Background: an optimization exercise with open tools, aiming at small area and a short achievable clock period. Do not read the settings as production practice.
No functional check of the RTL was part of any run shown here.
Power is estimated from default activity; no workload was simulated.

<file path="flow/design.v">
module ram64bytes(
    input clk,
    input [5:0] wa,
    input [7:0] din,
    input we,
    input [5:0] ra,
    output [7:0] douta,
    input [2:0] rb,
    output [7:0] doutb
    );
	reg [7:0] mem[0:63];
	always @(posedge clk) if (we) mem[wa] <= din;
	wire [7:0] hi = 8'b1 << ra[5:3];
	wire [7:0] lo = 8'b1 << ra[2:0];
	wire [7:0] lb = 8'b1 << rb;
	reg [7:0] a, b;
	integer k;
	always @(*) begin
		a = 8'h00;
		for (k = 0; k < 64; k = k + 1)
			a = a | (mem[k] & {8{hi[k/8] & lo[k%8]}});
		b = 8'h00;
		for (k = 0; k < 8; k = k + 1)
			b = b | (mem[8+k] & {8{lb[k]}});
	end
	assign douta = a;
	assign doutb = b;
endmodule
`timescale 1ns / 1ps
module ula(
    input clk14,			 
	 input reset,			 
    input [15:0] a,		 
    input [7:0] din,		 
	 output [7:0] dout,	 
    input mreq_n,			 
    input iorq_n,			 
    input rd_n,			 
    input wr_n,			 
	 input rfsh_n,			 
	 output clkcpu,		 
	 output msk_int_n,	 
    output [13:0] va,	  
	 input [7:0] vramdout, 
	 output [7:0] vramdin, 
    output vramoe,		 
    output vramcs,		  
    output vramwe,		 
    input ear,				   
    output mic,			    
    output spk,            
	 output [7:0] kbrows,    
    input [4:0] kbcolumns,	 
    output r,				
    output g,				 
    output b,				 
    output i,				 
	 output [7:0] rgbulaplus,	 
	 output ulaplus_enabled,	 
    output csync,			
    output hsync,
    output vsync
    );
	reg [2:0] BorderColor;
	reg TimexHiColorMode;
	reg ULAPlusConfig;	 
	reg [7:0] ULAPlusAddrReg;	 
	assign ulaplus_enabled = ULAPlusConfig;
	wire ulaplusport = !iorq_n && a[0] && !a[2] && (a[7:6]==2'b00) && a[15];	 
	wire addrportsel = ulaplusport && !a[14];	 
	wire dataportsel = ulaplusport && a[14];		 
	reg clk7;
	always @(posedge clk14)
		if (reset)
			clk7 <= 0;
		else
			clk7 <= !clk7;
	wire clk7_rise = !clk7;	 
	wire clk7_fall = clk7;	 
	reg [8:0] hc;
	always @(posedge clk14) begin
		if (reset)
			hc <= 0;
		else if (clk7_rise) begin
			if (hc==447)
				hc <= 0;
			else
				hc <= hc + 1;
		end
	end
	reg [8:0] vc;
	always @(posedge clk14) begin
		if (reset)
			vc <= 0;
		else if (clk7_rise && hc==447) begin
			if (vc == 311)
				vc <= 0;
			else
				vc <= vc + 1;
		end
	end
	reg HBlank_n;
	always @(posedge clk14) begin
		if (reset)
			HBlank_n <= 1;
		else if (clk7_fall) begin
			if (((hc)==(320)))
				HBlank_n <= 0;
			else if (((hc)==(415+1)))
				HBlank_n <= 1;
		end
	end
	reg HSync_n;
	always @(posedge clk14) begin
		if (reset)
			HSync_n <= 1;
		else if (clk7_fall) begin
			if (((hc)==(344)))
				HSync_n <= 0;
			else if (((hc)==(375+1)))
				HSync_n <= 1;
		end
	end
	reg VBlank_n;
	always @(posedge clk14) begin
		if (reset)
			VBlank_n <= 1;
		else if (clk7_fall) begin
			if (((vc)==(248)))
				VBlank_n <= 0;
			else if (((vc)==(255+1)))
				VBlank_n <= 1;
		end
	end
	reg VSync_n;
	wire VSync_fall = clk7_fall && VSync_n && ((vc)==(248));
	always @(posedge clk14) begin
		if (reset)
			VSync_n <= 1;
		else if (clk7_fall) begin
			if (((vc)==(248)))
				VSync_n <= 0;
			else if (((vc)==(251+1)))
				VSync_n <= 1;
		end
	end
	reg INT_n;
	assign msk_int_n = INT_n;
	always @(posedge clk14) begin
		if (reset)
			INT_n <= 1;
		else if (clk7_fall) begin
			if (((vc)==(248)) && ((hc)==(0)))
				INT_n <= 0;
			else if (((vc)==(248)) && ((hc)==(31+1)))
				INT_n <= 1;
		end
	end
	reg Border_n;
	always @(posedge clk14) begin
		if (reset)
			Border_n <= 1;
		else if (clk7_fall) begin
			if ( (vc[7] & vc[6]) | vc[8] | hc[8])
				Border_n <= 0;
			else
				Border_n <= 1;
		end
	end
	reg VidEN_n;
	always @(posedge clk14) begin
		if (reset)
			VidEN_n <= 1;
		else if (clk7_fall && hc[3])
			VidEN_n <= !Border_n;
	end
	reg DataLatch_n;
	wire DataLatch_set = hc[0] & hc[1] & Border_n & hc[3];
	wire DataLatch_fall = clk7_fall && DataLatch_n && DataLatch_set;
	always @(posedge clk14) begin
		if (reset)
			DataLatch_n <= 1;
		else if (clk7_fall) begin
			if (DataLatch_set)
				DataLatch_n <= 0;
			else
				DataLatch_n <= 1;
		end
	end
	reg AttrLatch_n;
	wire AttrLatch_set = hc[0] & !hc[1] & Border_n & hc[3];
	wire AttrLatch_fall = clk7_fall && AttrLatch_n && AttrLatch_set;
	always @(posedge clk14) begin
		if (reset)
			AttrLatch_n <= 1;
		else if (clk7_fall) begin
			if (AttrLatch_set)
				AttrLatch_n <= 0;
			else
				AttrLatch_n <= 1;
		end
	end
	reg SLoad;
	always @(posedge clk14) begin
		if (reset)
			SLoad <= 0;
		else if (clk7_fall) begin
			if (!hc[0] & !hc[1] & hc[2] & !VidEN_n)
				SLoad <= 1;
			else
				SLoad <= 0;
		end
	end
	reg AOLatch_n;
	wire AOLatch_set = hc[0] & !hc[1] & hc[2];
	wire AOLatch_fall = clk7_fall && AOLatch_n && AOLatch_set;
	always @(posedge clk14) begin
		if (reset)
			AOLatch_n <= 1;
		else if (clk7_fall) begin
			if (AOLatch_set)
				AOLatch_n <= 0;
			else
				AOLatch_n <= 1;
		end
	end
	reg [7:0] BitmapReg;
	always @(posedge clk14) begin
		if (reset)
			BitmapReg <= 0;
		else if (DataLatch_fall)
			BitmapReg <= vramdout;
	end
	reg [7:0] SRegister;
	always @(posedge clk14) begin
		if (reset)
			SRegister <= 0;
		else if (clk7_fall) begin
			if (SLoad)
				SRegister <= BitmapReg;
			else
				SRegister <= {SRegister[6:0],1'b0};
		end
	end
	reg [7:0] AttrReg;
	always @(posedge clk14) begin
		if (reset)
			AttrReg <= 0;
		else if (AttrLatch_fall)
			AttrReg <= vramdout;
	end
	reg [7:0] AttrOut;
	always @(posedge clk14) begin
		if (reset)
			AttrOut <= 0;
		else if (AOLatch_fall) begin
			if (!VidEN_n)
				AttrOut <= AttrReg;
			else
				AttrOut <= {2'b00,BorderColor,BorderColor};
		end
	end
	reg [4:0] FlashCnt;
	always @(posedge clk14) begin
		if (reset)
			FlashCnt <= 0;
		else if (VSync_fall)
			FlashCnt <= FlashCnt + 1;
	end
	wire Pixel = SRegister[7] ^ (AttrOut[7] & FlashCnt[4]);
	reg rI,rG,rR,rB;
	assign r = rR;
	assign g = rG;
	assign b = rB;
	assign i = rI;
	always @(*) begin
		if (HBlank_n && VBlank_n)
			{rI,rG,rR,rB} = (Pixel)? {AttrOut[6],AttrOut[2:0]} : {AttrOut[6],AttrOut[5:3]};
		else
			{rI,rG,rR,rB} = 4'b0000;
	end
	assign csync = HSync_n & VSync_n;
	assign vsync = VSync_n;
	assign hsync = HSync_n;
	wire ulaslot = Border_n && hc[3];
	wire cpublock = Border_n && (hc[3:0]==4'b0000);
	wire c3 = hc[2] | (hc[1] & hc[0] & !clk7);
	wire [4:0] col = {hc[7:4], c3};
	wire [12:0] dispaddr = {vc[7:6], vc[2:0], vc[5:3], col};
	wire [13:0] ulaaddr = hc[1] ? {1'b0, dispaddr} :
	                      TimexHiColorMode ? {1'b1, dispaddr} : {4'b0110, vc[7:3], col};
	assign va = ulaslot ? ulaaddr : a[13:0];
	assign vramcs = ulaslot | (!cpublock & !a[15] & a[14] & !mreq_n);
	assign vramoe = ulaslot ? !hc[0] : (!cpublock & !rd_n);
	assign vramwe = !ulaslot & !cpublock & !wr_n;
	wire fetchslot = Border_n && hc[3] && hc[1];
	wire [5:0] fetchaddr = hc[0] ? { AttrReg[7:6],1'b0,AttrReg[2:0] } : { AttrReg[7:6],1'b1,AttrReg[5:3] };
	wire [5:0] paletteaddr = fetchslot ? fetchaddr : ULAPlusAddrReg[5:0];
	wire palettewe = dataportsel && !wr_n && (ULAPlusAddrReg[7:6]==2'b00) && !fetchslot;
	wire [7:0] palettedout;
	wire [7:0] paletteborder;
	ram64bytes palette (
		.clk(clk14),
		.wa(ULAPlusAddrReg[5:0]),
		.din(din),
		.we(palettewe),
		.ra(paletteaddr),
		.douta(palettedout),
		.rb(BorderColor),
		.doutb(paletteborder)
		);
	reg [7:0] ULAPlusPaper;
	reg [7:0] ULAPlusInk;
	reg [7:0] ULAPlusBorder;
	wire ULAPlusPixel = SRegister[7];
	always @(posedge clk14) begin
		if (reset) begin
			ULAPlusPaper <= 0;
			ULAPlusInk <= 0;
			ULAPlusBorder <= 0;
		end
		else if (fetchslot && !hc[0] && !clk7)
			ULAPlusPaper <= palettedout;
		else if (fetchslot && hc[0] && !clk7)
			ULAPlusInk <= palettedout;
		else if (hc[3:0]==12 && !dataportsel)
			ULAPlusBorder <= paletteborder;
	end
	reg [7:0] ULAPlusPaperOut;
	reg [7:0] ULAPlusInkOut;
	always @(posedge clk14) begin
		if (reset) begin
			ULAPlusPaperOut <= 0;
			ULAPlusInkOut <= 0;
		end
		else if (AOLatch_fall) begin
			if (!VidEN_n) begin
				ULAPlusPaperOut <= ULAPlusPaper;
				ULAPlusInkOut <= ULAPlusInk;
			end
			else begin
				ULAPlusPaperOut <= ULAPlusBorder;
				ULAPlusInkOut <= ULAPlusBorder;
			end
		end
	end
	assign rgbulaplus = (HBlank_n && VBlank_n) ? (ULAPlusPixel ? ULAPlusInkOut : ULAPlusPaperOut) : 8'h00;
	reg CPUClk;
	assign clkcpu = CPUClk;
	reg ioreqtw3;
	reg mreqt23;
	wire ioreq_n = a[0] | iorq_n;
	wire Nor1 = (~(a[14] | ~ioreq_n)) |
	            (~(~a[15] | ~ioreq_n)) |
					(~(hc[2] | hc[3])) |
					(~Border_n | ~ioreqtw3 | ~CPUClk | ~mreqt23);
	wire Nor2 = (~(hc[2] | hc[3])) |
	            ~Border_n |
					~CPUClk |
					ioreq_n |
					~ioreqtw3;
	wire CLKContention = ~Nor1 | ~Nor2;
	always @(posedge clk14) begin
		if (reset) begin
			ioreqtw3 <= 0;
			mreqt23 <= 0;
		end
		else if (clk7_rise && !CPUClk) begin
			ioreqtw3 <= ioreq_n;
			mreqt23 <= mreq_n;
		end
	end
	always @(posedge clk14) begin	 
		if (reset)
			CPUClk <= 0;
		else if (clk7_rise) begin
			if (CPUClk && !CLKContention)    
				CPUClk <= 0;
			else
				CPUClk <= 1;
		end
	end
	always @(posedge clk14) begin
		if (reset) begin
			ULAPlusConfig <= 0;
			ULAPlusAddrReg <= 0;
		end
		else if (clk7_rise) begin
			if (addrportsel && !wr_n)
				ULAPlusAddrReg <= din;
			else if (dataportsel && !wr_n && ULAPlusAddrReg[7:6]==2'b01)
				ULAPlusConfig <= din[0];
		end
	end
	wire [7:0] idle_dout = Border_n ? AttrReg : 8'hFF;	 
	wire [7:0] data_dout = (ULAPlusAddrReg[7:6]==2'b01) ? {7'b0000000, ULAPlusConfig} :
	                       (ULAPlusAddrReg[7:6]==2'b00) ? palettedout : idle_dout;
	wire [7:0] ulap_dout = a[14] ? data_dout : ULAPlusAddrReg;
	wire io_rd = !iorq_n && !rd_n;
	assign dout = (!a[15] && a[14] && !mreq_n && !rd_n)? vramdout :  
	              !io_rd ?                              idle_dout :
	              !a[0] ?                               {1'b1,ear,1'b1,kbcolumns} :	 
	              (a[7:1]==7'h7F) ?                     {6'b000000,TimexHiColorMode,1'b0} :  
	              (!a[2] && a[7:6]==2'b00 && a[15]) ?   ulap_dout :	 
	                                                    idle_dout;
	assign vramdin = din;		 
	assign kbrows = {a[11], a[10], a[9], a[12], a[13], a[8], a[14], a[15]};
	reg rMic;
	reg rSpk;
	assign mic = rMic;
	assign spk = rSpk;
	always @(posedge clk14) begin
		if (reset) begin
			TimexHiColorMode <= 0;
			rSpk <= 0;
			rMic <= 0;
			BorderColor <= 3'b100;
		end
		else if (clk7_fall) begin
			if (!iorq_n && a[7:0]==8'hFF && !wr_n)
				TimexHiColorMode <= din[1];
			else if (!iorq_n & !a[0] & !wr_n)
				{rSpk,rMic,BorderColor} <= din[4:0];
		end
	end
endmodule
</file>
<file path="flow/run.sh">
#!/bin/bash
# synth_recipe.tcl (not shown) runs the flow's synth.tcl, then flattens the netlist and writes it again
# the make line also repeats each setting of config.mk as NAME=value (left out here)
make -C /OpenROAD-flow-scripts/flow DESIGN_CONFIG=/design/flow/config.mk WORK_HOME=/design/flow/orfs CLKGATE_MAP_FILE= SYNTH_SCRIPT=/design/flow/synth_recipe.tcl finish
</file>
<file path="flow/config.mk">
export PLATFORM = sky130hd
export DESIGN_NAME = ula
export DESIGN_NICKNAME = ula
export VERILOG_FILES = /design/flow/design.v
export SDC_FILE = /design/flow/constraint.sdc
export NUM_CORES = 4
export LEC_CHECK = 0
export CAP_MARGIN = 20
export CORE_MARGIN = 2
export CORE_UTILIZATION = 40
export PLACE_DENSITY = 0.6
export SETUP_SLACK_MARGIN = 5
export SLEW_MARGIN = 20
</file>
<file path="flow/constraint.sdc">
create_clock -name core_clock -period 10.0 [get_ports {clk14}]
set_input_delay 2.0000 -clock core_clock [delete_from_list [all_inputs] [get_ports {clk14}]]
set_output_delay 2.0000 -clock core_clock [all_outputs]
set_load 0.01 [all_outputs]
</file>
==> results of run 1 <==
==> report_power, final <==
group | total (mW) | switching [mW] | internal [mW]
sequential | 2.87 | 0.00805 | 2.86
clock | 2.58 | 1.10 | 1.47
combinational | 0.240 | 0.144 | 0.0964
total | 5.69 | 1.26 | 4.44
==> metal layers <==
layer	global-route usage, %	wire [µm]	vias up
met5	0	36	-
met4	15.8	6860	6
met3	9.06	13700	379
met2	42.3	44100	1565
met1	38.1	37900	10010
li1	-	-	8485
==> path summary, 6_finish.rpt <==
kind	endpoint	slack, ps
setup reg to reg	palette.mem[43][6]	6130
setup / recovery	dout[5]	4150
hold / removal	AttrOut[7]	450
hold reg to reg	AttrOut[7]	450
==> stage by stage <==
step / setup WS [ps] / instance area [µm²] / hold slack (ps)
2_1_floorplan: 4750 / 26800 / 428
6_report: 4150 / 33900 / 453
4_1_cts: 4220 / 33500 / 457
3_3_place_gp: 2430 / 28800 / 449
3_5_place_dp: 2310 / 28800 / 448
5_1_grt: 4140 / 33900 / 487
==> registers in the layout, summed over array words and instances, names as in the netlist, 3 cells and up <==
name,count
ULAPlusPaper,8
AttrReg,8
ULAPlusInkOut,8
ULAPlusAddrReg,8
BorderColor,3
ULAPlusBorder,8
hc,9
SRegister,8
vc,9
ULAPlusPaperOut,8
BitmapReg,8
FlashCnt,5
ULAPlusInk,8
palette.mem,512
AttrOut,8
==> cells in the mapped netlist (all sizes together) (8+ instances only) <==
master / n / area [µm²]
a2111oi: 12 / 111
a211oi: 64 / 480
a21oi: 70 / 350
a221oi: 12 / 105
a222oi: 33 / 330
a22o: 22 / 193
a22oi: 132 / 991
a311oi: 9 / 78.8
a31oi: 9 / 56.3
and3: 21 / 136
buf: 71 / 429
clkbuf: 83 / 313
dfxtp: 125 / 2500
edfxtp: 512 / 15400
inv: 8 / 30.0
mux2: 8 / 90.1
mux2i: 107 / 1080
mux4: 10 / 225
nand2: 91 / 342
nand2b: 9 / 56.3
nand3: 44 / 233
nand3b: 14 / 105
nand4: 13 / 81.3
nor2: 269 / 1010
nor2b: 14 / 87.6
nor3: 22 / 115
nor4: 19 / 144
o211ai: 12 / 90.1
o21ai: 50 / 250
o221ai: 8 / 70.1
o22ai: 33 / 206
or2: 10 / 62.6
or3b: 8 / 70.1
xor2: 12 / 105
==> cell type report <==
type	instances	share of cell area, %
Sequential cell	637	52.7
Antenna cell	1	0.00737
Clock inverter	40	1.28
Tap cell	864	3.18
Clock buffer	87	5.50
Timing Repair Buffer	338	10.1
Inverter	9	0.111
Multi-Input combinational cell	1233	27.1
==> layout by cell type, fill, tap and decap left out, types with 9 or more instances in the layout <==
| master | instances |
|---|---|
| sky130_fd_sc_hd__o21ai_0 | 40 |
| sky130_fd_sc_hd__edfxtp_1 | 512 |
| sky130_fd_sc_hd__nand2_1 | 89 |
| sky130_fd_sc_hd__mux4_2 | 10 |
| sky130_fd_sc_hd__o22ai_1 | 28 |
| sky130_fd_sc_hd__nor2_2 | 21 |
| sky130_fd_sc_hd__clkbuf_1 | 12 |
| sky130_fd_sc_hd__nor2_1 | 240 |
| sky130_fd_sc_hd__dfxtp_1 | 113 |
| sky130_fd_sc_hd__nand3b_1 | 14 |
| sky130_fd_sc_hd__o211ai_1 | 12 |
| sky130_fd_sc_hd__clkdlybuf4s50_1 | 58 |
| sky130_fd_sc_hd__buf_2 | 17 |
| sky130_fd_sc_hd__nand3_1 | 40 |
| sky130_fd_sc_hd__and3_1 | 18 |
| sky130_fd_sc_hd__clkinv_1 | 15 |
| sky130_fd_sc_hd__nor2b_1 | 14 |
| sky130_fd_sc_hd__a21oi_2 | 12 |
| sky130_fd_sc_hd__dlygate4sd2_1 | 20 |
| sky130_fd_sc_hd__buf_4 | 169 |
| sky130_fd_sc_hd__a22o_1 | 21 |
| sky130_fd_sc_hd__nor3_1 | 19 |
| sky130_fd_sc_hd__a21oi_1 | 57 |
| sky130_fd_sc_hd__clkbuf_16 | 73 |
| sky130_fd_sc_hd__a211oi_1 | 55 |
| sky130_fd_sc_hd__or2_4 | 13 |
| sky130_fd_sc_hd__nand4_1 | 13 |
| sky130_fd_sc_hd__buf_6 | 27 |
| sky130_fd_sc_hd__a22oi_1 | 121 |
| sky130_fd_sc_hd__a22oi_2 | 11 |
| sky130_fd_sc_hd__bufbuf_16 | 9 |
| sky130_fd_sc_hd__xor2_1 | 12 |
| sky130_fd_sc_hd__a222oi_1 | 33 |
| sky130_fd_sc_hd__mux2i_4 | 11 |
| sky130_fd_sc_hd__mux2i_1 | 94 |
| sky130_fd_sc_hd__nand2b_1 | 9 |
| sky130_fd_sc_hd__buf_12 | 21 |
==> kinds of logic after synthesis <==
logic type / Yosys count
DFF: 637
and+or+nand+nor: 567
AOI/OAI and AO/OA: 511
buffers and inverters: 163
muxes: 125
xor gates and xnor gates: 19
adders and majority gates: 6
==> worst min-delay path: stages, from the launching register on <==
cell and delay, ps:
sky130_fd_sc_hd__dfxtp_1 310, sky130_fd_sc_hd__nand2_1 50, sky130_fd_sc_hd__a21oi_1 50
==> timing repair <==
action / 4_1_cts / 5_1_grt
resized for setup: 351 / 30
pin swaps: 74 / 26
buffers inserted: 125 / 20
cloned: 14 / 3
setup endpoints to repair: 369 / 11
==> tab_implementation.tex, run 1 <==
\begin{tabular}{lr}
\hline
Metric & Value \\
\hline
\multicolumn{2}{l}{\textbf{Outcome}} \\
Status & finished clean \\
\multicolumn{2}{l}{\textbf{Worst setup path}} \\
Start point of the critical path & hc[1] \\
Number of cells on the critical path & 13 \\
Largest stage delay on the critical path & 840 ps \\
Critical-path maximum fanout & 4 \\
CP top delay family & compound AO/OA/AOI/OAI gates \\
Crit path kind & flip-flop to output pin \\
Cell count of the worst reg-to-reg path & 5 \\
Critical-path cell list & and3\_4, buf\_8, mux2i\_4, buf\_6, buf\_12, a222oi\_1, nor2\_1, a311oi\_1, nand4\_1, nor4\_4, buf\_6, o21ai\_4, buf\_6 \\
Data arrival time of the worst path & roughly 3900 ps \\
Worst reg2reg path startpoint & ULAPlusAddrReg[7] \\
Cell with the biggest individual delay on the critical path & sky130\_fd\_sc\_hd\_\_a222oi\_1 \\
CP Launch Type & flip-flop \\
Required time worst endpoint & 8000 ps \\
WP buf/inv & 5 \\
Crit. End Element & output pin \\
Most frequent CP cell & sky130\_fd\_sc\_hd\_\_buf\_6 \\
\multicolumn{2}{l}{\textbf{Global routing}} \\
Total congestion overflow after global routing & 0 \\
Number of antenna violations at the first check in global routing & 4 \\
Global routing usage summed across all routing layers & 28.9\% \\
Maximum number of pins on one net before global-route repair & 100 \\
Wire length of the first global-routing pass & 143000 µm \\
Vias in the first global route & 19221 \\
\multicolumn{2}{l}{\textbf{Place}} \\
HPWL Detailed & 61200 µm \\
Placed Cells & 2914 \\
I/O Buffers & 104 \\
Routability congestion estimate & 0.952 \\
\multicolumn{2}{l}{\textbf{STA}} \\
Number of hold-slack violations in the final timing report & 0 \\
Worst max-slew margin expressed relative to the limit & between 20\% and 30\% \\
Shortest clock period the worst path allows after layout & 5850 ps \\
Final count of pins violating max slew & 0 \\
Timing-limited maximum frequency & 171 MHz \\
Unrepaired setup endpoints after global routing & yes \\
Final period utilization & 58.5\% \\
TNS Setup & 0 ps \\
Measured slew at the worst slew-check pin & 1170 ps \\
Worst clock skew on the final layout & approximately 35 ps \\
Number of endpoints failing setup at the final stage & 0 \\
\multicolumn{2}{l}{\textbf{Finish}} \\
Post-layout utilization of the core & 51.5\% \\
Net count, final & 2340 \\
Sequential Area & 17900 µm² \\
Number of fillers in the final layout & 5618 \\
Area taken by multi-input logic gates & between 9000 and 10000 µm² \\
Filler-free cell count of the finished design & 3209 \\
Layout cells sized above 1 & 24.5\% \\
Signed area change from the synthesized netlist to the final layout & 27.2\% \\
\multicolumn{2}{l}{\textbf{Clock tree}} \\
CTS buffer count & 70 \\
TritonCTS clock tree & done \\
Root Driver & sky130\_fd\_sc\_hd\_\_clkbuf\_16 \\
Clock latency on the worst-skew pair & 640 ps \\
CTS hold repair buffers & 0 \\
Total number of clock tree sinks & 637 \\
Maximum count of clock buffers along a single path & 3 \\
Number of H-tree levels & 3 \\
Clock-pin slew on the worst setup and hold paths & 60 ps \\
\multicolumn{2}{l}{\textbf{Routing}} \\
Violation count after the first detailed-route iteration & 3014 \\
Number of vias in the routed layout & between 20000 and 25000 \\
Final antenna-violating net count & 0 \\
DR vias/cell & 6.37 \\
DRT Pass-1 Iters & 8 \\
DRC Markers & 0 \\
Final routed wire length divided by cell count & $\sim$32 µm \\
Final wirelength & 103000 µm \\
\multicolumn{2}{l}{\textbf{Floorplanning}} \\
Die Span Y & 262 µm \\
Initial core utilization & roughly two fifths \\
Number of rows in the core area & 94 \\
Floorplan die area & 68800 µm² \\
Die extent in x & 262 µm \\
I/O pin cnt & 106 \\
Placeable core region & 65900 µm² \\
\multicolumn{2}{l}{\textbf{Power}} \\
Total Power & between 5 and 6 mW \\
Peak supply drop & 0.000134 V \\
Pwr/cell area & around 170 nW/µm² \\
Leakage power & 11.4 nW \\
\multicolumn{2}{l}{\textbf{Synthesis}} \\
Total standard cell area after synthesis & 26700 µm² \\
Xor/xnor cell area share of the yosys netlist & less than 1\% \\
Post-synthesis net count & 2079 \\
Share of synthesized area spent on multiplexers & 5.22\% \\
Most used flip-flop cell after synthesis & sky130\_fd\_sc\_hd\_\_edfxtp\_1 \\
Post-Synth Adder-Cell Area & 0.281\% \\
Synth Area in Simple Gates & 10.1\% \\
Share of async-settable or async-resettable flops after synthesis & 0\% \\
Count of unique library cells instantiated by Yosys & 79 \\
Dominant combinational cell family by area after synthesis & compound AO/OA/AOI/OAI gates \\
Share of synthesized area occupied by flip-flops and latches & 67.0\% \\
Synthesized netlist cell count & between 2000 and 2500 \\
Yosys synthesis warning count & 2 \\
Post-synthesis sequential element count & 637 \\
Area fraction in compound gates after synthesis & 13.9\% \\
EDFF count, synth & 512 \\
Synthesized area divided by synthesized cell count & 13.2 µm² \\
\multicolumn{2}{l}{\textbf{Worst hold path}} \\
Hold path startpoint & AttrOut[7] \\
HP Class & flip-flop to flip-flop \\
Number of cells on the worst hold path & 2 \\
\multicolumn{2}{l}{\textbf{Job}} \\
Max-cap viol count & 0 \\
\hline
\end{tabular}
==> run 2: changes to the inputs <==
--- a/flow/config.mk
+++ b/flow/config.mk
@@ -9,4 +9,6 @@
 export CORE_MARGIN = 2
-export CORE_UTILIZATION = 40
-export PLACE_DENSITY = 0.6
+export CORE_UTILIZATION = 60
+export CTS_BUF_LIST = sky130_fd_sc_hd__clkbuf_8
+export CTS_CLUSTER_SIZE = 20
+export PLACE_DENSITY = 0.7
 export SETUP_SLACK_MARGIN = 5
==> tab_implementation.tex, run 2 <==
\begin{tabular}{lr}
\hline
Metric & Value \\
\hline
\multicolumn{2}{l}{\textbf{STA}} \\
Worst max-slew margin expressed relative to the limit & 15.3\% (-6.6 points) \\
Number of hold-slack violations in the final timing report & 0 (unchanged) \\
WHS & 462 ps (+8.99 ps) \\
Shortest clock period the worst path allows after layout & 6190 ps (+341 ps) \\
Final period utilization & 61.9\% (+3.4 points) \\
TNS Setup & 0 ps (unchanged) \\
Worst clock skew on the final layout & 36.5 ps (+1.43 ps) \\
Unrepaired setup endpoints after global routing & yes \\
Measured slew at the worst slew-check pin & 1270 ps (+99.2 ps) \\
Number of endpoints failing setup at the final stage & 0 (unchanged) \\
Final count of pins violating max slew & 0 (unchanged) \\
Timing-limited maximum frequency & 162 MHz (-5.5\%) \\
Setup ws final & 3810 ps (-341 ps) \\
\multicolumn{2}{l}{\textbf{Power}} \\
Cell-internal power & 4.04 mW (-8.9\%) \\
Peak supply drop & 0.000145 V (+8.1\%) \\
Sequential cell fraction of total power & 55.0\% (+4.5 points) \\
Fraction of power spent switching nets & 22.6\% (+0.56 points) \\
Combinational share of power & 4.1\% (about the same) \\
Leakage power & 11.1 nW (-2.4\%) \\
Total Power & 5.22 mW (-8.2\%) \\
Part of the power in the clock network & 40.9\% (-4.4 points) \\
Switching power & 1.18 mW (-5.9\%) \\
Pwr/cell area & 159 nW/µm² (-5.0\%) \\
\multicolumn{2}{l}{\textbf{Global routing}} \\
Wire length of the first global-routing pass & 141000 µm (-1.8\%) \\
Total congestion overflow after global routing & 0 (unchanged) \\
Global routing usage summed across all routing layers & 42.9\% (+14 points) \\
Maximum number of pins on one net before global-route repair & 100 (unchanged) \\
Vias in the first global route & 19821 (+3.1\%) \\
Number of antenna violations at the first check in global routing & 6 (+2) \\
\multicolumn{2}{l}{\textbf{Clock tree}} \\
CTS hold repair buffers & 0 (unchanged) \\
Number of H-tree levels & 3 (unchanged) \\
TritonCTS clock tree & done \\
Total number of clock tree sinks & 637 (unchanged) \\
Clock latency on the worst-skew pair & 720 ps (+80 ps) \\
Root Driver & sky130\_fd\_sc\_hd\_\_clkbuf\_8 \\
Maximum count of clock buffers along a single path & 3 (unchanged) \\
CTS buffer count & 99 (+41\%) \\
Clock-pin slew on the worst setup and hold paths & 60 ps (about the same) \\
\multicolumn{2}{l}{\textbf{Worst setup path}} \\
Critical-path maximum fanout & 6 (+2) \\
End of the worst register-to-register path & palette.mem[23][4] \\
Cell count of the worst reg-to-reg path & 5 (unchanged) \\
Required time worst endpoint & 8000 ps (about the same) \\
Worst reg2reg path startpoint & ULAPlusAddrReg[7] \\
CP Launch Type & flip-flop \\
Crit path kind & flip-flop to output pin \\
Data arrival time of the worst path & 4190 ps (+340 ps) \\
Crit. End Element & output pin \\
Slack of the worst reg-to-reg path & 6210 ps (+80 ps) \\
\multicolumn{2}{l}{\textbf{Floorplanning}} \\
Placeable core region & 44000 µm² (-33\%) \\
Die Span Y & 215 µm (-18\%) \\
Number of rows in the core area & 77 (-18\%) \\
I/O pin cnt & 106 (unchanged) \\
Die extent in x & 215 µm (-18\%) \\
Floorplan die area & 46200 µm² (-33\%) \\
Initial core utilization & 60.6\% (+20 points) \\
\multicolumn{2}{l}{\textbf{Finish}} \\
Most frequent standard cell in the layout excluding fill and tap cells & sky130\_fd\_sc\_hd\_\_edfxtp\_1 \\
Largest registers & palette.mem (512), hc (9), vc (9) \\
Net count, final & 2346 (+0.26\%) \\
Number of flip-flops in the largest register & 512 (unchanged) \\
Largest register by flop count & palette.mem \\
Number of fillers in the final layout & 2933 (-48\%) \\
Post-layout instance area & 32800 µm² (-3.4\%) \\
Layout cells sized above 1 & 24.5\% (about the same) \\
Post-layout utilization of the core & 74.5\% (+23 points) \\
Filler-free cell count of the finished design & 2967 (-7.5\%) \\
Commonest non-fill, non-tap cells in the layout & sky130\_fd\_sc\_hd\_\_edfxtp\_1, sky130\_fd\_sc\_hd\_\_nor2\_1, sky130\_fd\_sc\_hd\_\_buf\_4 \\
Signed area change from the synthesized netlist to the final layout & 22.9\% \\
\multicolumn{2}{l}{\textbf{Synthesis}} \\
Synthesized netlist cell count & 2028 (unchanged) \\
Count of unique library cells instantiated by Yosys & 79 (unchanged) \\
Post-synthesis net count & 2079 (unchanged) \\
Count leader, synth & sky130\_fd\_sc\_hd\_\_edfxtp\_1 \\
Yosys synthesis warning count & 2 (unchanged) \\
EDFF count, synth & 512 (unchanged) \\
Area contributors post-synth & sky130\_fd\_sc\_hd\_\_edfxtp\_1, sky130\_fd\_sc\_hd\_\_dfxtp\_1, sky130\_fd\_sc\_hd\_\_mux2i\_1 \\
Fraction of post-synthesis cell area in the top cell type by area & 57.6\% (unchanged) \\
Share of synthesized area occupied by flip-flops and latches & 67.0\% (unchanged) \\
Synthesized area divided by synthesized cell count & 13.2 µm² (unchanged) \\
Top cell type by total area after synthesis & sky130\_fd\_sc\_hd\_\_edfxtp\_1 \\
Most used flip-flop cell after synthesis & sky130\_fd\_sc\_hd\_\_edfxtp\_1 \\
Share of async-settable or async-resettable flops after synthesis & 0\% (unchanged) \\
Total standard cell area after synthesis & 26700 µm² (unchanged) \\
Post-synthesis sequential element count & 637 (unchanged) \\
Synth cell count leaders & sky130\_fd\_sc\_hd\_\_edfxtp\_1, sky130\_fd\_sc\_hd\_\_nor2\_1, sky130\_fd\_sc\_hd\_\_a22oi\_1, sky130\_fd\_sc\_hd\_\_dfxtp\_1, sky130\_fd\_sc\_hd\_\_mux2i\_1 \\
\multicolumn{2}{l}{\textbf{Place}} \\
Placed Cells & 2632 (-9.7\%) \\
Area of placed instances & 28400 µm² (-1.4\%) \\
Routability congestion estimate & 1.01 (+5.6\%) \\
Dpl ws & 2810 ps (+502 ps) \\
I/O Buffers & 104 (unchanged) \\
HPWL Detailed & 60900 µm (-0.44\%) \\
\multicolumn{2}{l}{\textbf{Routing}} \\
Final wirelength & 99900 µm (-2.5\%) \\
DRT Pass-1 Iters & 9 (+1) \\
DR vias/cell & 7.08 (+11\%) \\
Number of vias in the routed layout & 20993 (+2.7\%) \\
Final routed wire length divided by cell count & 33.7 µm (+5.5\%) \\
Final antenna-violating net count & 0 (unchanged) \\
DRC Markers & 0 (unchanged) \\
Violation count after the first detailed-route iteration & 3705 (+23\%) \\
\multicolumn{2}{l}{\textbf{Worst hold path}} \\
Hold path startpoint & AttrOut[7] \\
End point of the worst hold path & AttrOut[7] \\
HP Class & flip-flop to flip-flop \\
Number of cells on the worst hold path & 2 (unchanged) \\
\multicolumn{2}{l}{\textbf{Job}} \\
Max-cap viol count & 0 (unchanged) \\
\multicolumn{2}{l}{\textbf{Outcome}} \\
Status & finished clean \\
\hline
\end{tabular}
run 2: power by group through the flow:
stage	logic [mW]	clock network (mW)	registers [mW]
2_1_floorplan	0.0846	0	2.93
3_3_place_gp	0.185	0	2.93
3_5_place_dp	0.187	0	2.93
4_1_cts	0.208	2.13	2.87
5_1_grt	0.223	2.25	2.87
6_report	0.213	2.14	2.87
run 2: cell type report:
type | count | area (µm²) | share of cell area [%]
clock buffer | 105 | 1450 | 4.41
clock inverter | 73 | 445 | 1.36
antenna | 3 | 7.51 | 0.0229
tap | 592 | 741 | 2.26
multi-input combinational | 1231 | 9180 | 28.0
inverter | 9 | 37.5 | 0.114
timing repair buffer | 317 | 3040 | 9.26
sequential | 637 | 17900 | 54.6
run 2: metal layers:
metal	wire length, µm	vias up	track usage, %
met2	43500	1894	63.5
met1	33500	10104	53.6
met4	8740	4	31.0
li1	-	8514	-
met5	30	-	0
met3	14100	477	13.7
run 2: cells by family after synthesis:
logic type / synth area share, %
adder cells (fa/ha/maj): 0.281
flip-flops: 67.0
AO/OA/AOI/OAI: 13.9
AND/OR/NAND/NOR: 10.1
XOR/XNOR: 0.624
multiplexers: 5.22
buffers and inverters: 2.91
run 2: worst max-delay path by stage:
stage	depth (start not counted)	slack, ps	startpoint	end
6_report	13	3810	hc[3]	dout[4]
4_1_cts	13	4060	hc[3]	dout[7]
3_5_place_dp	9	2810	a[14]	dout[4]
2_1_floorplan	6	4750	a[2]	dout[2]
5_1_grt	13	3870	hc[1]	dout[4]
3_3_place_gp	9	2800	Border_n	dout[7]
run 2: repair_timing:
| action | CTS | global route |
|---|---|---|
| pin swaps | 80 | 49 |
| gates resized for setup | 306 | 67 |
| gates cloned | 10 | 1 |
| endpoints found under the setup margin | 318 | 13 |
| setup buffers | 115 | 28 |
run 2: worst max-delay path, stage by stage (launching register included):
cell	delay [ps]
sky130_fd_sc_hd__dfxtp_4	370
sky130_fd_sc_hd__and3_4	200
sky130_fd_sc_hd__buf_12	150
sky130_fd_sc_hd__mux2i_4	240
sky130_fd_sc_hd__buf_12	190
sky130_fd_sc_hd__buf_8	130
sky130_fd_sc_hd__a222oi_1	460
sky130_fd_sc_hd__nor2_1	110
sky130_fd_sc_hd__a31oi_1	260
sky130_fd_sc_hd__nand4_1	580
sky130_fd_sc_hd__nor3_4	390
sky130_fd_sc_hd__buf_12	160
sky130_fd_sc_hd__o21ai_2	60
sky130_fd_sc_hd__buf_2	150
==> run 3: changes to the inputs <==
--- a/flow/design.v
+++ b/flow/design.v
@@ -296,7 +296,16 @@
 	wire fetchslot = Border_n && hc[3] && hc[1];
-	wire [5:0] fetchaddr = hc[0] ? { AttrReg[7:6],1'b0,AttrReg[2:0] } : { AttrReg[7:6],1'b1,AttrReg[5:3] };
-	wire [5:0] paletteaddr = fetchslot ? fetchaddr : ULAPlusAddrReg[5:0];
 	wire palettewe = dataportsel && !wr_n && (ULAPlusAddrReg[7:6]==2'b00) && !fetchslot;
-	wire [7:0] palettedout;
+	wire [8:0] hc_next = reset ? 9'd0 : !clk7_rise ? hc : (hc==447) ? 9'd0 : hc + 9'd1;
+	wire Border_n_next = reset ? 1'b1 : !clk7_fall ? Border_n : !((vc[7] & vc[6]) | vc[8] | hc[8]);
+	wire fetchslot_next = Border_n_next && hc_next[3] && hc_next[1];
+	wire [5:0] fetchaddr_next = hc_next[0] ? { AttrReg[7:6],1'b0,AttrReg[2:0] } : { AttrReg[7:6],1'b1,AttrReg[5:3] };
+	wire addrreg_wr = !reset && clk7_rise && addrportsel && !wr_n;
+	wire [5:0] addrreg_next = reset ? 6'd0 : addrreg_wr ? din[5:0] : ULAPlusAddrReg[5:0];
+	wire [5:0] paletteaddr_next = fetchslot_next ? fetchaddr_next : addrreg_next;
+	wire palette_bypass = palettewe && (!fetchslot_next || fetchaddr_next == ULAPlusAddrReg[5:0]);
+	wire [7:0] paletteread;
 	wire [7:0] paletteborder;
+	reg [7:0] palettedout;
+	always @(posedge clk14)
+		palettedout <= palette_bypass ? din : paletteread;
 	ram64bytes palette (
@@ -306,4 +315,4 @@
 		.we(palettewe),
-		.ra(paletteaddr),
-		.douta(palettedout),
+		.ra(paletteaddr_next),
+		.douta(paletteread),
 		.rb(BorderColor),
--- a/flow/config.mk
+++ b/flow/config.mk
@@ -9,7 +9,7 @@
 export CORE_MARGIN = 2
-export CORE_UTILIZATION = 60
+export CORE_UTILIZATION = 40
 export CTS_BUF_LIST = sky130_fd_sc_hd__clkbuf_8
-export CTS_CLUSTER_SIZE = 20
-export PLACE_DENSITY = 0.7
+export PLACE_DENSITY = 0.6
 export SETUP_SLACK_MARGIN = 5
 export SLEW_MARGIN = 20
+export TNS_END_PERCENT = 10
==> tab_implementation.tex, run 3 <==
\begin{tabular}{lr}
\hline
Metric & Value \\
\hline
\multicolumn{2}{l}{\textbf{Outcome}} \\
Status & finished clean \\
\multicolumn{2}{l}{\textbf{Synthesis}} \\
Total standard cell area after synthesis & 27300 µm² (+2.3\%) \\
Share of async-settable or async-resettable flops after synthesis & 0\% (unchanged) \\
Fraction of post-synthesis cell area in the top cell type by area & 56.3\% (-1.3 points) \\
Post-synthesis sequential element count & 645 (+1.3\%) \\
Most used flip-flop cell after synthesis & sky130\_fd\_sc\_hd\_\_edfxtp\_1 \\
Area contributors post-synth & sky130\_fd\_sc\_hd\_\_edfxtp\_1, sky130\_fd\_sc\_hd\_\_dfxtp\_1, sky130\_fd\_sc\_hd\_\_mux2i\_1 \\
Top cell type by total area after synthesis & sky130\_fd\_sc\_hd\_\_edfxtp\_1 \\
Synth cell count leaders & sky130\_fd\_sc\_hd\_\_edfxtp\_1, sky130\_fd\_sc\_hd\_\_nor2\_1, sky130\_fd\_sc\_hd\_\_nand2\_1, sky130\_fd\_sc\_hd\_\_dfxtp\_1, sky130\_fd\_sc\_hd\_\_mux2i\_1 \\
Post-synthesis net count & 2162 (+4.0\%) \\
Count of unique library cells instantiated by Yosys & 80 (+1.3\%) \\
Synthesized netlist cell count & 2111 (+4.1\%) \\
Synthesized area divided by synthesized cell count & 12.9 µm² (-1.7\%) \\
Count leader, synth & sky130\_fd\_sc\_hd\_\_edfxtp\_1 \\
EDFF count, synth & 512 (unchanged) \\
Yosys synthesis warning count & 2 (unchanged) \\
Share of synthesized area occupied by flip-flops and latches & 66.1\% (-0.94 points) \\
\multicolumn{2}{l}{\textbf{Finish}} \\
Number of fillers in the final layout & 5950 (+100\%) \\
Net count, final & 2385 (+1.7\%) \\
Filler-free cell count of the finished design & 3288 (+11\%) \\
Largest registers & palette.mem (512), hc (9), vc (9) \\
Number of flip-flops in the largest register & 512 (unchanged) \\
Largest register by flop count & palette.mem \\
Signed area change from the synthesized netlist to the final layout & 21.2\% \\
Commonest non-fill, non-tap cells in the layout & sky130\_fd\_sc\_hd\_\_edfxtp\_1, sky130\_fd\_sc\_hd\_\_nor2\_1, sky130\_fd\_sc\_hd\_\_nand2\_1 \\
Layout cells sized above 1 & 20.1\% (-4.4 points) \\
Most frequent standard cell in the layout excluding fill and tap cells & sky130\_fd\_sc\_hd\_\_edfxtp\_1 \\
\multicolumn{2}{l}{\textbf{Job}} \\
Max-cap viol count & 0 (unchanged) \\
\multicolumn{2}{l}{\textbf{Routing}} \\
Final antenna-violating net count & 0 (unchanged) \\
Violation count after the first detailed-route iteration & 3532 (-4.7\%) \\
Final wirelength & 109000 µm (+9.2\%) \\
DR vias/cell & 6.44 (-8.9\%) \\
DRT Pass-1 Iters & 6 (-3) \\
Number of vias in the routed layout & 21191 (+0.94\%) \\
Final routed wire length divided by cell count & 33.2 µm (-1.5\%) \\
DRC Markers & 0 (unchanged) \\
\multicolumn{2}{l}{\textbf{Global routing}} \\
Number of antenna violations at the first check in global routing & 6 (unchanged) \\
Total congestion overflow after global routing & 0 (unchanged) \\
Vias in the first global route & 19723 (-0.49\%) \\
Wire length of the first global-routing pass & 148000 µm (+5.4\%) \\
Maximum number of pins on one net before global-route repair & 82 (-18\%) \\
Global routing usage summed across all routing layers & 29.7\% (-13 points) \\
\multicolumn{2}{l}{\textbf{STA}} \\
Worst max-slew margin expressed relative to the limit & 22.1\% (+6.8 points) \\
Unrepaired setup endpoints after global routing & yes \\
Measured slew at the worst slew-check pin & 1160 ps (-102 ps) \\
Final period utilization & 59.4\% (-2.4 points) \\
WHS & 466 ps (+3.84 ps) \\
Worst clock skew on the final layout & 63.1 ps (+26.6 ps) \\
Number of endpoints failing setup at the final stage & 0 (unchanged) \\
TNS Setup & 0 ps (unchanged) \\
Number of hold-slack violations in the final timing report & 0 (unchanged) \\
Timing-limited maximum frequency & 168 MHz (+4.1\%) \\
Final count of pins violating max slew & 0 (unchanged) \\
Shortest clock period the worst path allows after layout & 5940 ps (-242 ps) \\
\multicolumn{2}{l}{\textbf{Place}} \\
Routability congestion estimate & 0.988 (-1.7\%) \\
I/O Buffers & 104 (unchanged) \\
Placed Cells & 3022 (+15\%) \\
HPWL Detailed & 70700 µm (+16\%) \\
\multicolumn{2}{l}{\textbf{Clock tree}} \\
Maximum count of clock buffers along a single path & 3 (unchanged) \\
TritonCTS clock tree & done \\
CTS hold repair buffers & 0 (unchanged) \\
Number of H-tree levels & 3 (unchanged) \\
Clock latency on the worst-skew pair & 770 ps (+50 ps) \\
Root Driver & sky130\_fd\_sc\_hd\_\_clkbuf\_8 \\
Clock-pin slew on the worst setup and hold paths & 50 ps (about the same) \\
Total number of clock tree sinks & 645 (+1.3\%) \\
CTS buffer count & 104 (+5.1\%) \\
\multicolumn{2}{l}{\textbf{Worst hold path}} \\
HP Class & flip-flop to flip-flop \\
End point of the worst hold path & AttrOut[7] \\
Hold path startpoint & AttrOut[7] \\
Number of cells on the worst hold path & 2 (unchanged) \\
\multicolumn{2}{l}{\textbf{Worst setup path}} \\
End of the worst register-to-register path & palettedout[5] \\
Data arrival time of the worst path & 3940 ps (-250 ps) \\
Slack of the worst reg-to-reg path & 4910 ps (-1300 ps) \\
Crit path kind & input pin to output pin \\
Most frequent CP cell & sky130\_fd\_sc\_hd\_\_a211oi\_2 \\
Cell with the biggest individual delay on the critical path & sky130\_fd\_sc\_hd\_\_or4b\_4 \\
Largest stage delay on the critical path & 580 ps (about the same) \\
CP top delay family & simple AND/OR/NAND/NOR gates \\
Worst reg2reg path startpoint & clk7 \\
Start point of the critical path & a[7] \\
Required time worst endpoint & 8000 ps (about the same) \\
Critical-path maximum fanout & 4 (-2) \\
CP Launch Type & input pin \\
Cell count of the worst reg-to-reg path & 11 (+6) \\
Critical-path cell list & buf\_8, or4b\_4, buf\_4, nor2\_4, nand2\_1, a211oi\_2, o41ai\_2, o21ai\_1, a211oi\_2, a21o\_1, buf\_2 \\
Crit. End Element & output pin \\
WP buf/inv & 3 (-2) \\
\multicolumn{2}{l}{\textbf{Floorplanning}} \\
I/O pin cnt & 106 (unchanged) \\
Number of rows in the core area & 95 (+23\%) \\
Die extent in x & 265 µm (+23\%) \\
Die Span Y & 265 µm (+23\%) \\
Floorplan die area & 70400 µm² (+52\%) \\
Initial core utilization & 40.5\% (-20 points) \\
Placeable core region & 67400 µm² (+53\%) \\
\multicolumn{2}{l}{\textbf{Power}} \\
Pwr/cell area & 163 nW/µm² (+2.4\%) \\
Total Power & 5.40 mW (+3.3\%) \\
Peak supply drop & 0.000110 V (-24\%) \\
Leakage power & 11.1 nW (+0.45\%) \\
\hline
\end{tabular}
[run 3: cell count changes after synthesis, sizes merged, moves of 17 or more]
cell / delta
a211oi: -20
a21oi: -20
a221oi: +28
a222oi: -22
a22o: +17
a22oi: -20
buf: -27
mux2i: +17
nand2: +75
nand4: +21
nor2: -22
o22ai: -17
[run 3: cells by family (layout without fill, tap and decap cells)]
family          Yosys count  count (layout)  share of synthesized area, %
fa+ha+maj                 6               6                         0.275
buf+inv                 152             452                          2.52
mux                     152             153                          6.09
compound gates          472             472                          13.0
flops                   645             645                          66.1
xor+xnor                 22              22                         0.706
simple gates            662             663                          11.4
other cells               0               2                             0
[run 3: final cells by class]
type	instances	area, µm²	area share [%]
inverter	15	65.1	0.197
antenna	2	5.00	0.0151
sequential	645	18000	54.5
clock buffer	107	1470	4.45
tap	873	1090	3.30
timing repair buffer	252	2430	7.33
multi-input combinational	1316	9490	28.7
clock inverter	78	514	1.55
[run 3: per-stage QoR]
stage | cell area [µm²] | util [%] | worst slack, ps
final | 33100 | 49.1 | 4060
after floorplan | 27400 | - | 4340
after detailed placement | 29400 | 43.7 | 2420
after CTS | 32000 | 47.5 | 4000
after global placement | 29400 | 43.6 | 2410
after global routing | 33100 | 49.1 | 3960
[run 3: worst max-delay path by stage]
stage / endpoint / slack (ps) / cells past startpoint
2_1_floorplan: dout[0] / 4340 / 9
3_3_place_gp: palettedout[4] / 2410 / 13
3_5_place_dp: palettedout[4] / 2420 / 13
4_1_cts: dout[0] / 4000 / 10
5_1_grt: dout[1] / 3960 / 13
6_report: dout[0] / 4060 / 11
[run 3: worst min-delay path, stage by stage (launching register included)]
cell                      delay, ps
sky130_fd_sc_hd__dfxtp_1        310
sky130_fd_sc_hd__nand2_1         50
sky130_fd_sc_hd__a21oi_1         50
[run 3: report_power, final]
part           switching [mW]  internal, mW  leakage, nW  total, mW
Sequential            0.00965          2.90         5.68       2.91
Clock                    1.11          1.13         1.13       2.25
Combinational           0.156        0.0889         4.33      0.245
Total                    1.28          4.12         11.1       5.40
[run 3: routing by layer]
metal / vias to the layer above / share of wire (%) / GRT usage (%)
met2: 1658 / 44 / 44.3
met4: 4 / 6.6 / 16.0
met5: - / 0.024 / 0
met3: 377 / 13 / 8.27
met1: 10431 / 37 / 39.3
li1: 8721 / - / -
[run 3: repair_timing]
action / 4_1_cts / 5_1_grt
endpoints found under the setup margin: 560 / 402
resized for setup: 159 / 136
cloned: 1 / 10
endpoints found under the hold margin: 0 / 0
buffers inserted: 31 / 36
pin swaps: 22 / 36
==> run 4: changes to the inputs <==
--- a/flow/config.mk
+++ b/flow/config.mk
@@ -14,2 +14,2 @@
 export SLEW_MARGIN = 20
-export TNS_END_PERCENT = 10
+export TNS_END_PERCENT = 0
==> tab_implementation.tex, run 4 <==
\begin{tabular}{lr}
\hline
Metric & Value \\
\hline
\multicolumn{2}{l}{\textbf{STA}} \\
Final period utilization & 60.1\% (+0.69 points) \\
Measured slew at the worst slew-check pin & 1230 ps (+69.4 ps) \\
Worst clock skew on the final layout & 69.2 ps (+6.09 ps) \\
TNS Setup & 0 ps (unchanged) \\
Worst max-slew margin expressed relative to the limit & 17.4\% (-4.6 points) \\
Shortest clock period the worst path allows after layout & 6010 ps (+69.1 ps) \\
Number of hold-slack violations in the final timing report & 0 (unchanged) \\
Timing-limited maximum frequency & 166 MHz (-1.1\%) \\
Unrepaired setup endpoints after global routing & yes \\
Final count of pins violating max slew & 0 (unchanged) \\
Number of endpoints failing setup at the final stage & 0 (unchanged) \\
\multicolumn{2}{l}{\textbf{Place}} \\
Routability congestion estimate & 0.988 (unchanged) \\
I/O Buffers & 104 (unchanged) \\
HPWL Detailed & 70700 µm (unchanged) \\
\multicolumn{2}{l}{\textbf{Synthesis}} \\
Top cell type by total area after synthesis & sky130\_fd\_sc\_hd\_\_edfxtp\_1 \\
Area contributors post-synth & sky130\_fd\_sc\_hd\_\_edfxtp\_1, sky130\_fd\_sc\_hd\_\_dfxtp\_1, sky130\_fd\_sc\_hd\_\_mux2i\_1 \\
Post-Synth Adder-Cell Area & 0.275\% (unchanged) \\
Synth Area in Simple Gates & 11.4\% (unchanged) \\
Count leader, synth & sky130\_fd\_sc\_hd\_\_edfxtp\_1 \\
Fraction of post-synthesis cell area in the top cell type by area & 56.3\% (unchanged) \\
Dominant combinational cell family by area after synthesis & compound AO/OA/AOI/OAI gates \\
EDFF count, synth & 512 (unchanged) \\
Area fraction in compound gates after synthesis & 13.0\% (unchanged) \\
Share of async-settable or async-resettable flops after synthesis & 0\% (unchanged) \\
Total standard cell area after synthesis & 27300 µm² (unchanged) \\
Share of synthesized area occupied by flip-flops and latches & 66.1\% (unchanged) \\
Synthesized area divided by synthesized cell count & 12.9 µm² (unchanged) \\
Count of unique library cells instantiated by Yosys & 80 (unchanged) \\
Post-synthesis sequential element count & 645 (unchanged) \\
Most used flip-flop cell after synthesis & sky130\_fd\_sc\_hd\_\_edfxtp\_1 \\
Xor/xnor cell area share of the yosys netlist & 0.706\% (unchanged) \\
Synthesized netlist cell count & 2111 (unchanged) \\
Share of synthesized area spent on multiplexers & 6.09\% (unchanged) \\
Synth cell count leaders & sky130\_fd\_sc\_hd\_\_edfxtp\_1, sky130\_fd\_sc\_hd\_\_nor2\_1, sky130\_fd\_sc\_hd\_\_nand2\_1, sky130\_fd\_sc\_hd\_\_dfxtp\_1, sky130\_fd\_sc\_hd\_\_mux2i\_1 \\
Yosys synthesis warning count & 2 (unchanged) \\
Post-synthesis net count & 2162 (unchanged) \\
\multicolumn{2}{l}{\textbf{Clock tree}} \\
Total number of clock tree sinks & 645 (unchanged) \\
CTS hold repair buffers & 0 (unchanged) \\
Root Driver & sky130\_fd\_sc\_hd\_\_clkbuf\_8 \\
CTS buffer count & 104 (unchanged) \\
Number of H-tree levels & 3 (unchanged) \\
TritonCTS clock tree & done \\
Clock latency on the worst-skew pair & 780 ps (about the same) \\
Maximum count of clock buffers along a single path & 3 (unchanged) \\
Clock-pin slew on the worst setup and hold paths & 70 ps (+20 ps) \\
\multicolumn{2}{l}{\textbf{Finish}} \\
Net count, final & 2327 (-2.4\%) \\
Largest registers & palette.mem (512), hc (9), vc (9) \\
Number of flip-flops in the largest register & 512 (unchanged) \\
Commonest non-fill, non-tap cells in the layout & sky130\_fd\_sc\_hd\_\_edfxtp\_1, sky130\_fd\_sc\_hd\_\_nor2\_1, sky130\_fd\_sc\_hd\_\_nand2\_1 \\
Signed area change from the synthesized netlist to the final layout & 16.3\% \\
Most frequent standard cell in the layout excluding fill and tap cells & sky130\_fd\_sc\_hd\_\_edfxtp\_1 \\
Number of fillers in the final layout & 6062 (+1.9\%) \\
Largest register by flop count & palette.mem \\
Layout cells sized above 1 & 14.9\% (-5.2 points) \\
\multicolumn{2}{l}{\textbf{Global routing}} \\
Maximum number of pins on one net before global-route repair & 82 (unchanged) \\
Wire length of the first global-routing pass & 147000 µm (-0.84\%) \\
Global routing usage summed across all routing layers & 29.5\% (-0.21 points) \\
Vias in the first global route & 19588 (-0.68\%) \\
Total congestion overflow after global routing & 0 (unchanged) \\
Number of antenna violations at the first check in global routing & 8 (+2) \\
\multicolumn{2}{l}{\textbf{Routing}} \\
Final wirelength & 105000 µm (-3.8\%) \\
DR vias/cell & 6.39 (-0.88\%) \\
Final routed wire length divided by cell count & 32.5 µm (-2.2\%) \\
Number of vias in the routed layout & 20654 (-2.5\%) \\
Final antenna-violating net count & 0 (unchanged) \\
DRT Pass-1 Iters & 19 (+13) \\
DRC Markers & 0 (unchanged) \\
Violation count after the first detailed-route iteration & 3185 (-9.8\%) \\
\multicolumn{2}{l}{\textbf{Worst setup path}} \\
Data arrival time of the worst path & 6610 ps (+2670 ps) \\
Crit path kind & input pin to flip-flop \\
Cell count of the worst reg-to-reg path & 13 (+2) \\
Crit. End Element & flip-flop \\
Critical-path maximum fanout & 81 (+77) \\
CP Launch Type & input pin \\
Slack of the worst reg-to-reg path & 4520 ps (-390 ps) \\
End of the worst register-to-register path & palettedout[0] \\
Required time worst endpoint & 10590 ps (+2590 ps) \\
Worst reg2reg path startpoint & hc[0] \\
\multicolumn{2}{l}{\textbf{Power}} \\
Switching power & 1.27 mW (-0.87\%) \\
Cell-internal power & 4.10 mW (-0.38\%) \\
Combinational share of power & 4.0\% (-0.5 points) \\
Total Power & 5.37 mW (-0.50\%) \\
Sequential cell fraction of total power & 54.1\% (+0.2 points) \\
Pwr/cell area & 169 nW/µm² (+3.7\%) \\
Leakage power & 10.6 nW (-5.3\%) \\
Peak supply drop & 0.000110 V (about the same) \\
Part of the power in the clock network & 41.9\% (+0.3 points) \\
Fraction of power spent switching nets & 23.6\% (-0.088 points) \\
\multicolumn{2}{l}{\textbf{Worst hold path}} \\
Hold path startpoint & AttrOut[7] \\
Number of cells on the worst hold path & 2 (unchanged) \\
HP Class & flip-flop to flip-flop \\
End point of the worst hold path & AttrOut[7] \\
\multicolumn{2}{l}{\textbf{Floorplanning}} \\
Placeable core region & 67400 µm² (unchanged) \\
Initial core utilization & 40.5\% (unchanged) \\
Floorplan die area & 70400 µm² (unchanged) \\
Die extent in x & 265 µm (unchanged) \\
Number of rows in the core area & 95 (unchanged) \\
I/O pin cnt & 106 (unchanged) \\
Die Span Y & 265 µm (unchanged) \\
\multicolumn{2}{l}{\textbf{Outcome}} \\
Status & finished clean \\
\multicolumn{2}{l}{\textbf{Job}} \\
Max-cap viol count & 0 (unchanged) \\
\hline
\end{tabular}
run 4: cell families after synthesis:
kind of cell,count (synthesis)
AND/OR/NAND/NOR,662
flip-flops,645
AO/OA/AOI/OAI,472
buffers and inverters,152
multiplexers,152
XOR/XNOR,22
adder cells (fa/ha/maj),6
run 4: critical path, stage by stage:
cell,delay [ps]
sky130_fd_sc_hd__buf_4,370
sky130_fd_sc_hd__buf_6,560
sky130_fd_sc_hd__nand3b_1,210
sky130_fd_sc_hd__a31oi_1,70
sky130_fd_sc_hd__or2_2,340
sky130_fd_sc_hd__mux2i_2,790
sky130_fd_sc_hd__nor3_1,90
sky130_fd_sc_hd__buf_4,220
sky130_fd_sc_hd__a22o_1,260
sky130_fd_sc_hd__a221o_1,350
sky130_fd_sc_hd__a211o_1,290
sky130_fd_sc_hd__or4_1,590
sky130_fd_sc_hd__o32a_1,420
run 4: what timing repair did:
| item | in CTS | in global routing |
|---|---|---|
| gates resized for setup | 84 | 18 |
| setup buffers | 18 | 3 |
| gates cloned | 0 | 0 |
| pin swaps | 13 | 12 |
| setup endpoints to repair | 560 | 416 |
run 4: how the worst max path moves through the flow:
stage | cells past startpoint | start | endpoint
2_1_floorplan | 9 | a[7] | dout[0]
3_3_place_gp | 13 | a[7] | palettedout[4]
3_5_place_dp | 13 | a[7] | palettedout[4]
4_1_cts | 10 | a[6] | dout[0]
5_1_grt | 13 | a[7] | dout[1]
6_report | 13 | reset | palettedout[0]
run 4: cell type report:
type	count	area, µm²	share of cell area [%]
clock buffers	107	1470	4.64
multi-input cells	1314	8870	28.0
repair buffers	196	1690	5.31
flip-flops and latches	645	18000	56.8
inverters	15	61.3	0.193
well taps	873	1090	3.44
clock inverters	78	514	1.62
diodes	5	12.5	0.0394
run 4: power by group through the flow:
stage / Combinational (mW) / Sequential, mW / Clock [mW]
after floorplan: 0.0899 / 2.96 / 0
after global placement: 0.202 / 2.96 / 0
after detailed placement: 0.204 / 2.96 / 0
after CTS: 0.208 / 2.91 / 2.26
after global routing: 0.225 / 2.91 / 2.37
final: 0.215 / 2.91 / 2.25
run 4: stage by stage:
step | worst slack (ps) | util [%] | area [µm²] | hold slack, ps | instances
6_report | 3990 | 47.1 | 31800 | 465 | 3233
5_1_grt | 3950 | 47.1 | 31700 | 492 | 3229
4_1_cts | 3990 | 47.0 | 31600 | 474 | 3225
3_5_place_dp | 2420 | 43.7 | 29400 | 465 | 3022
3_3_place_gp | 2410 | 43.6 | 29400 | 450 | 3022
2_1_floorplan | 4340 | - | 27400 | 428 | 2111
run 4: layer usage:
metal  part of all wire [%]  global-route usage [%]  vias to the layer above
met5                  0.069                   0.347                        -
li1                       -                       -                     8584
met1                     39                    39.4                    10264
met4                    6.1                    15.7                        8
met3                     12                    8.12                      335
met2                     44                    43.7                     1463
==> run 5: changes to the inputs <==
--- a/flow/design.v
+++ b/flow/design.v
@@ -406,10 +406,16 @@
 	                       (ULAPlusAddrReg[7:6]==2'b00) ? palettedout : idle_dout;
-	wire [7:0] ulap_dout = a[14] ? data_dout : ULAPlusAddrReg;
+	wire s_vram = !a[15] && a[14] && !mreq_n && !rd_n;	 
 	wire io_rd = !iorq_n && !rd_n;
-	assign dout = (!a[15] && a[14] && !mreq_n && !rd_n)? vramdout :  
-	              !io_rd ?                              idle_dout :
-	              !a[0] ?                               {1'b1,ear,1'b1,kbcolumns} :	 
-	              (a[7:1]==7'h7F) ?                     {6'b000000,TimexHiColorMode,1'b0} :  
-	              (!a[2] && a[7:6]==2'b00 && a[15]) ?   ulap_dout :	 
-	                                                    idle_dout;
+	wire s_kb = io_rd && !a[0] && !s_vram;	 
+	wire s_tmx = io_rd && (a[7:0]==8'hFF) && !s_vram;	 
+	wire s_ulap = io_rd && a[0] && !a[2] && (a[7:6]==2'b00) && a[15];	 
+	wire s_addr = s_ulap && !a[14];
+	wire s_data = s_ulap && a[14];
+	wire s_idle = !(s_vram || s_kb || s_tmx || s_ulap);
+	assign dout = ({8{s_vram}} & vramdout) |
+	              ({8{s_kb}} & {1'b1,ear,1'b1,kbcolumns}) |
+	              ({8{s_tmx}} & {6'b000000,TimexHiColorMode,1'b0}) |
+	              ({8{s_addr}} & ULAPlusAddrReg) |
+	              ({8{s_data}} & data_dout) |
+	              ({8{s_idle}} & idle_dout);
 	assign vramdin = din;		 
--- a/flow/config.mk
+++ b/flow/config.mk
@@ -10,3 +10,5 @@
 export CORE_UTILIZATION = 40
-export CTS_BUF_LIST = sky130_fd_sc_hd__clkbuf_8
+export CTS_BUF_LIST = sky130_fd_sc_hd__clkbuf_16
+export CTS_CLUSTER_DIAMETER = 50
+export CTS_CLUSTER_SIZE = 30
 export PLACE_DENSITY = 0.6
@@ -14,2 +16,2 @@
 export SLEW_MARGIN = 20
-export TNS_END_PERCENT = 0
+export TNS_END_PERCENT = 10
==> tab_implementation.tex, run 5 <==
\begin{tabular}{lr}
\hline
Metric & Value \\
\hline
\multicolumn{2}{l}{\textbf{Outcome}} \\
Status & finished clean \\
\multicolumn{2}{l}{\textbf{Worst setup path}} \\
WP buf/inv & 4 (+1) \\
CP Launch Type & input pin \\
Critical-path cell list & buf\_8, nor4b\_4, buf\_4, buf\_6, nand2\_8, a41oi\_4, a21oi\_2, a221oi\_2, o31ai\_2, buf\_2 \\
Largest stage delay on the critical path & 280 ps (-510 ps) \\
Cell with the biggest individual delay on the critical path & sky130\_fd\_sc\_hd\_\_a41oi\_4 \\
Number of cells on the critical path & 10 (-3) \\
Cell count of the worst reg-to-reg path & 12 (-1) \\
\multicolumn{2}{l}{\textbf{Synthesis}} \\
Synthesized netlist cell count & 2099 (-0.57\%) \\
Synth cell count leaders & sky130\_fd\_sc\_hd\_\_edfxtp\_1, sky130\_fd\_sc\_hd\_\_nor2\_1, sky130\_fd\_sc\_hd\_\_nand2\_1, sky130\_fd\_sc\_hd\_\_dfxtp\_1, sky130\_fd\_sc\_hd\_\_mux2i\_1 \\
Yosys synthesis warning count & 2 (unchanged) \\
Top cell type by total area after synthesis & sky130\_fd\_sc\_hd\_\_edfxtp\_1 \\
Post-synthesis net count & 2150 (-0.56\%) \\
Share of async-settable or async-resettable flops after synthesis & 0\% (unchanged) \\
\multicolumn{2}{l}{\textbf{Clock tree}} \\
Maximum count of clock buffers along a single path & 3 (unchanged) \\
Clock-pin slew on the worst setup and hold paths & 60 ps (about the same) \\
Clock latency on the worst-skew pair & 660 ps (-120 ps) \\
\multicolumn{2}{l}{\textbf{Routing}} \\
Number of vias in the routed layout & 20997 (+1.7\%) \\
DR vias/cell & 6.59 (+3.1\%) \\
Final antenna-violating net count & 0 (unchanged) \\
Final wirelength & 110000 µm (+4.3\%) \\
Violation count after the first detailed-route iteration & 3358 (+5.4\%) \\
DRT Pass-1 Iters & 8 (-11) \\
\multicolumn{2}{l}{\textbf{STA}} \\
Timing-limited maximum frequency & 180 MHz (+8.4\%) \\
Unrepaired setup endpoints after global routing & yes \\
Shortest clock period the worst path allows after layout & 5550 ps (-467 ps) \\
Worst max-slew margin expressed relative to the limit & 20.9\% (+3.5 points) \\
TNS Setup & 0 ps (unchanged) \\
\multicolumn{2}{l}{\textbf{Finish}} \\
Most frequent standard cell in the layout excluding fill and tap cells & sky130\_fd\_sc\_hd\_\_edfxtp\_1 \\
Post-layout utilization of the core & 48.9\% (+1.8 points) \\
Largest register by flop count & palette.mem \\
Largest registers & palette.mem (512), hc (9), vc (9) \\
Layout cells sized above 1 & 18.9\% (+4.1 points) \\
Commonest non-fill, non-tap cells in the layout & sky130\_fd\_sc\_hd\_\_edfxtp\_1, sky130\_fd\_sc\_hd\_\_nor2\_1, sky130\_fd\_sc\_hd\_\_nand2\_1 \\
Post-layout instance area & 33400 µm² (+5.3\%) \\
\multicolumn{2}{l}{\textbf{Floorplanning}} \\
I/O pin cnt & 106 (unchanged) \\
Floorplan die area & 70900 µm² (+0.69\%) \\
Die extent in x & 266 µm (+0.34\%) \\
Placeable core region & 68300 µm² (+1.4\%) \\
\multicolumn{2}{l}{\textbf{Global routing}} \\
Number of antenna violations at the first check in global routing & 7 (-1) \\
Wire length of the first global-routing pass & 150000 µm (+2.2\%) \\
Maximum number of pins on one net before global-route repair & 68 (-17\%) \\
Global routing usage summed across all routing layers & 30.0\% (+0.57 points) \\
\multicolumn{2}{l}{\textbf{Place}} \\
Area of placed instances & 29500 µm² (+0.29\%) \\
Routability congestion estimate & 0.996 (+0.80\%) \\
\multicolumn{2}{l}{\textbf{Job}} \\
Max-cap viol count & 0 (unchanged) \\
\multicolumn{2}{l}{\textbf{Power}} \\
Leakage power & 11.1 nW (+5.1\%) \\
Pwr/cell area & 178 nW/µm² (+5.0\%) \\
\multicolumn{2}{l}{\textbf{Worst hold path}} \\
HP Class & flip-flop to flip-flop \\
\hline
\end{tabular}
run 5: cell types whose count changed after synthesis, sizes merged, moves of 18 or more:
cell,before,now
nand2,166,144
nand4,34,52
buf,44,64
nor2,247,221
a22oi,112,91
a32oi,23,43
run 5: path summary, 6_finish.rpt:
check        startpoint              to  slack, ps
max                a[7]         dout[0]       4450
min          AttrOut[7]      AttrOut[7]        460
max reg2reg        clk7  palettedout[7]       5270
min reg2reg  AttrOut[7]      AttrOut[7]        460
run 5: metrics by stage:
step                      instances  hold WS (ps)  setup WS, ps
after floorplan                2099           427          4720
after global placement         3003           448          2410
after detailed placement       3005           453          2660
after CTS                      3174           463          4480
after global routing           3185           489          4390
final                          3187           462          4450
run 5: layout make-up:
type	instances	area [µm²]	share of cell area, %
diodes	2	5.00	0.0150
clock buffers	75	1880	5.61
clock inverters	53	646	1.93
inverters	14	53.8	0.161
multi-input cells	1298	9480	28.4
flip-flops and latches	645	18000	54.0
well taps	882	1100	3.30
repair buffers	218	2220	6.66
run 5: worst reg2reg max path, delay by kind of cell, from the launching register on:
family                 cells  cell delay [ps]
AND/OR/NAND/NOR            4             1630
AO/OA/AOI/OAI              6             1890
flip-flops                 1              310
buffers and inverters      2              740
run 5: routing by layer:
layer	vias to the layer above	part of all wire [%]	global-route usage, %
li1	8630	-	-
met1	10491	37	39.5
met2	1583	45	45.9
met3	289	13	8.89
met4	4	5.3	13.7
met5	-	0.028	0
run 5: timing repair:
item / in CTS / in global routing
cloned: 3 / 8
hold endpoints to repair: 0 / 0
resized for setup: 245 / 56
hold buffers: 0 / 0
endpoints found under the setup margin: 561 / 355
pin swaps: 31 / 5
setup buffers: 38 / 3
run 5: power breakdown:
group	leakage, nW	internal [mW]	switching (mW)
logic	4.18	0.0842	0.147
registers	5.68	2.89	0.0102
clock network	1.23	1.58	1.22
total	11.1	4.56	1.38
run 5: kinds of logic (layout without fill, tap and decap cells):
| family | after synthesis | count (layout) | synth area share [%] |
|---|---|---|---|
| xor+xnor | 20 | 20 | 0.664 |
| simple gates | 642 | 644 | 11.4 |
| compound gates | 495 | 495 | 14.0 |
| other cells | 0 | 2 | 0 |
| flops | 645 | 645 | 65.6 |
| buf+inv | 158 | 360 | 2.68 |
| mux | 133 | 133 | 5.38 |
| fa+ha+maj | 6 | 6 | 0.273 |

## separate check: timing with driven ports
Ports are ideal in the flow. The routed layouts listed here were re-timed in OpenROAD. Step 1 assumes that a clkbuf_16 drives the clock port and a buf_2 every other input. Step 2 also shifts input and output timing later by t, the mid clock arrival at the registers, as if the neighbouring blocks saw the same clock. a / b / c = no drivers / after step 1 / after step 2; a / b = the first two.
run	t, ns	setup slack, ns	latest minus earliest clock arrival (ns)	cell pins on the clock port's net
run 1	0.691	4.154 / 4.088 / 4.258	0.036 / 0.035	1
run 2	0.770	3.813 / 3.750 / 4.254	0.040 / 0.041	1
run 3	0.806	4.055 / 4.008 / 3.559	0.063 / 0.063	1
run 4	0.808	3.986 / 3.983 / 3.218	0.069 / 0.070	1
run 5	0.692	4.454 / 4.412 / 4.047	0.061 / 0.061	1
After both steps every run listed still meets setup and hold. For run 4, which loses most, drivers alone change the setup slack by -0.003 ns; drivers and shift together by -0.768 ns.
